Source: an optimization exercise on an open RTL-to-GDS flow (aim: small area). Production flows keep margins and buffers that such runs may drop. In this exercise RTL edits were held to simulation tests only and were not proved equivalent to the original. Power is estimated from default activity; no workload was simulated.

==> flow/design.v (outline; a module is shown in full before it is edited, if it fits) <==
// module fa: 4 lines
// module mul3: 1596 lines
// module add32: 295 lines
// module multiple: 105 lines
module multiple(
 input iClk,
 input iReset_n,
 input iChipSelect_n,
 input iWrite_n,
 input iRead_n,
 input [3:0] iAddress,
 input [31:0] iData,
 output reg [31:0] oData
 );
  // ...
==> flow/run.sh <==
#!/bin/bash
# synth_recipe.tcl (not shown) runs the flow's synth.tcl, then flattens the netlist and writes it again
# the make line also repeats each setting of config.mk as NAME=value (left out here)
make -C /OpenROAD-flow-scripts/flow DESIGN_CONFIG=/design/flow/config.mk WORK_HOME=/design/flow/orfs CLKGATE_MAP_FILE= SYNTH_SCRIPT=/design/flow/synth_recipe.tcl finish
==> flow/config.mk <==
export PLATFORM = sky130hd
export DESIGN_NAME = multiple
export DESIGN_NICKNAME = multiple
export VERILOG_FILES = /design/flow/design.v
export SDC_FILE = /design/flow/constraint.sdc
export NUM_CORES = 4
export LEC_CHECK = 0
export CAP_MARGIN = 20
export CORE_MARGIN = 2
export CORE_UTILIZATION = 40
export SLEW_MARGIN = 20
export SYNTH_HIERARCHICAL = 1
==> flow/constraint.sdc <==
create_clock -name core_clock -period 9.0 [get_ports {iClk}]
set_input_delay 1.8000 -clock core_clock [delete_from_list [all_inputs] [get_ports {iClk}]]
set_output_delay 1.8000 -clock core_clock [all_outputs]
set_load 0.01 [all_outputs]
==> flow_summary.ini, run 1 <==
[run_status]
status = complete, no violations

[worst_hold_path]
min_from = control[0]
min_path_type = reg2reg

[synth]
ys_top_cells_by_area = edfxtp_1 (27%), fa_1 (26%), dfxtp_1 (8.7%)
avgSynthCellArea_um2 = 12.5
yosys.area_share.simple = 0.0917

[critical_path]
start_kind = flop
cpLargestDelayFamily = adder cells
reg2reg_from = hd
path_depth = 26
max_stage_delay_ps = 440
crit_type = reg2reg
worstPathBufferInverterCount = 1

[drt]
drt_iter0_drc = 802
vias = 11700
route.met2.wl_mm = 23.4
drc = 0
routedWlPerCell_um = 22.6

[clock_tree]
cts_hold_buffers = 0
cts_inserted_buffers = 30

[place]
pre_cts_ws_ps = 881
gp_congestion = 0.834
port_buffers = 72

[die]
pin_count = 73
dieArea_um2 = 49000
fp.dieH_um = 221

[sta]
setup_viol = 0
setup_slack_ps = 1040
slew_headroom = 0.350

[global_route]
grt_pass1_wl_mm = 76.2

[pwr]
peakVddDrop_mv = 0.174
power_mw = 4.75
maxPowerGroup = registers

[finish]
largestClassByArea = multi-input gates
seq_share = 0.379
drive_gt1_frac = 0.0950
num-multi-input-gates = 1000
clock_buffers = 46
syn_to_final_growth_pct = 10.1
==> inputs of run 2 (changes only) <==
--- a/flow/config.mk
+++ b/flow/config.mk
@@ -8,5 +8,7 @@
 export CAP_MARGIN = 20
 export CORE_MARGIN = 2
 export CORE_UTILIZATION = 40
+export CTS_CLUSTER_DIAMETER = 100
+export CTS_CLUSTER_SIZE = 20
 export SLEW_MARGIN = 20
 export SYNTH_HIERARCHICAL = 1
==> flow_summary.ini, run 2 <==
[pwr]
clock_power_share = 0.195
peakVddDrop_mv = 0.154
p_int_mw = 2.79
p_leak_nw = 8.15
p_per_area_nw_per_um2 = 212
power_switching_mw = 1.51
p_seq_frac = 0.419
comb_power_share = 0.386
switching_share = 0.351

[clock_tree]
cts_setup_buffers = 0
h-tree-depth = 1
insertion_delay_ps = 510
clockRootBuffer = clkbuf_16
cts_tree = done
cts_inserted_buffers = 18
numClockSinks = 297
clk_pin_slew_ps = 90
max-clock-path-buffers = 3
cts_hold_buffers = 0
cts.repair.resized = 0

[finish]
instances_no_fill = 2099
nets = 1827
drive_gt1_frac = 0.0798
antennaDiodeCount = 0
syn_to_final_growth_pct = 7.40
most-common-layout-cells = nor2_1 (306), fa_1 (241), edfxtp_1 (173)
fin_area_um2 = 20300
final_common_cell = nor2_1

[global_route]
grt_overflow_total = 0
grt_pass1_vias = 12900
grt_usage = 0.200
antenna_found_initial = 2
grt_max_degree = 57
grt_pass1_wl_mm = 75.9

[die]
num_rows = 79
die_w_um = 221
pin_count = 73
core_um2 = 46600
start_util = 0.406
dieArea_um2 = 49000
fp.dieH_um = 221

[sta]
rsz0062_at_grt = no
final_hold_viol_count = 0
post-route-min-period_ps = 7940
setup_slack_ps = 1060
drv_slew = 0
hold_slack_ps = 425
tns_ps = 0
worstMarginPinSlew_ps = 987
clock_skew_ps = 17.0
fmax_mhz = 126
setup_viol = 0
period_share = 0.883
slew_headroom = 0.340

[synth]
synth.most_common_cell = nor2_1
synthCells = 1516
synth_edf_count = 173
avgSynthCellArea_um2 = 12.5
ys_top_cells_by_area = edfxtp_1 (27%), fa_1 (26%), dfxtp_1 (8.7%)
ys.warnings.count = 7
ys_types = 63
synth.top_cell.area_share = 0.275
synth_ff_type = edfxtp_1
ys_ff_latch = 297
ys_seq_area_frac = 0.418
synth_nets = 1863
yosysTopAreaCell = edfxtp_1
synth.top_cells.by_count = nor2_1 (311), fa_1 (241), edfxtp_1 (173)
synth_area_um2 = 18900
synthArstFlopShare = 0.141

[drt]
drt_iter0_drc = 947
drc = 0
vias_per_cell = 5.55
vias = 11700
first_pass_iters = 5
routedWlPerCell_um = 22.7
ant_nets = 0
wirelength_mm = 47.6

[place]
gp_congestion = 0.834
pre_cts_ws_ps = 881
port_buffers = 72
placed_cells = 2067
dpl_cell_area_um2 = 19800
dp_hpwl_mm = 35.4

[run]
maxCapViolations = 0

[run_status]
status = complete, no violations

[critical_path]
endpoint_kind = flop
start_kind = flop
crit_type = reg2reg
regToRegSetupSlack_ps = 1060
worstPathRequired_ps = 9360
r2r_cells = 26
arrival_ps = 8310
path_max_fanout = 21

[worst_hold_path]
min_path_type = reg2reg
hold_depth = 0
==> run 2: cell counts after synthesis <==
No cell type changed its count.
==> run 2: critical path: stages, from the launching register on <==
cell      delay (ps)
dfxtp_1          340
buf_4            260
nor2_2           200
and2_1           210
ha_1             200
fa_1             380
fa_1             400
fa_1             390
fa_1             400
fa_1             390
fa_1             390
fa_1             380
fa_1             390
fa_1             390
fa_1             390
fa_1             390
fa_1             440
a211oi_2         280
o211ai_1         150
nand2_1          110
o21ai_1          100
a21o_1           210
a21o_1           180
fa_1             370
xor2_1           160
a22oi_1          180
a31oi_1          120
==> run 2: kinds of logic (layout without fill, tap and decap cells) <==
family,Yosys count,after routing,share of synthesized area
compound gates,206,206,0.0848
xor+xnor,25,25,0.0116
fa+ha+maj,306,306,0.298
buf+inv,219,195,0.0635
flops,297,297,0.418
mux,61,61,0.0326
simple gates,402,402,0.0917
==> run 2: final timing paths <==
check,start,to
worst min register to register,control[0],md0
worst min-delay path,control[0],md0
max in group asynchronous,iReset_n,oData[6]
worst max-delay path,hd,oData[26]
min in group asynchronous,iReset_n,oData[29]
worst max register to register,hd,oData[26]
==> run 2: layout make-up <==
class / instances / area (um^2)
timing repair buffer: 123 / 1100
clock buffer: 31 / 520
tap: 607 / 759
multi-input combinational: 1000 / 9870
clock inverter: 1 / 5.00
inverter: 40 / 150
fill: 4243 / 26300
sequential: 297 / 7900
==> run 2: Yosys stat by module (local to each module, per instance) <==
module | copies in the design | cells | cell area (um^2)
mul3 | 1 | 505 | 2940
multiple | 1 | 665 | 10500
fa | 215 | 1 | 20.0
add32 | 1 | 131 | 1120
==> run 2: per-stage QoR <==
step                      total power [mW]  utilization
after floorplan                       3.32            -
after global placement                3.48        0.425
after detailed placement              3.52        0.425
after CTS                             4.35        0.436
after global routing                  4.60        0.436
final                                 4.30        0.436
==> run 2: power groups by stage <==
| stage | clock, mW | combinational (mW) | sequential [mW] |
|---|---|---|---|
| 4_1_cts | 0.854 | 1.69 | 1.81 |
| 5_1_grt | 0.902 | 1.87 | 1.83 |
| 3_3_place_gp | 0 | 1.64 | 1.84 |
| 3_5_place_dp | 0 | 1.68 | 1.84 |
| 2_1_floorplan | 0 | 1.52 | 1.79 |
| 6_report | 0.838 | 1.66 | 1.80 |
==> run 2: metal layers <==
metal / wire (um) / vias to the layer above / track usage
met3: 2570 / 99 / 0.0239
li1: - / 5042 / -
met1: 20100 / 6131 / 0.268
met5: 32 / - / 0
met4: 1540 / 6 / 0.0585
met2: 23400 / 376 / 0.342

port drivers added, routing unchanged:
The results above use ideal ports. As a check the final layouts listed here were re-extracted and re-timed, cells and wires unchanged. Step 1 sets driving cells, clkbuf_16 on the clock port and buf_2 on the other inputs (assumed; they add their load-dependent delay and slew). Step 2 adds t to the input delays and takes it off the output delays; t is the mean of the earliest and latest rising clock arrival at the registers after step 1. Input paths then give back, and output paths get back, about the clock's delay inside the block. Three values: no drivers, after step 1, after step 2; two values: the first two.
run | t, ns | setup WS [ns] | worst setup path at the end
run 1 | 0.595 | 1.036 / 1.036 / 1.036 | register to register
run 2 | 0.555 | 1.057 / 1.057 / 1.057 | register to register
After both steps setup and hold are still met in every run listed.
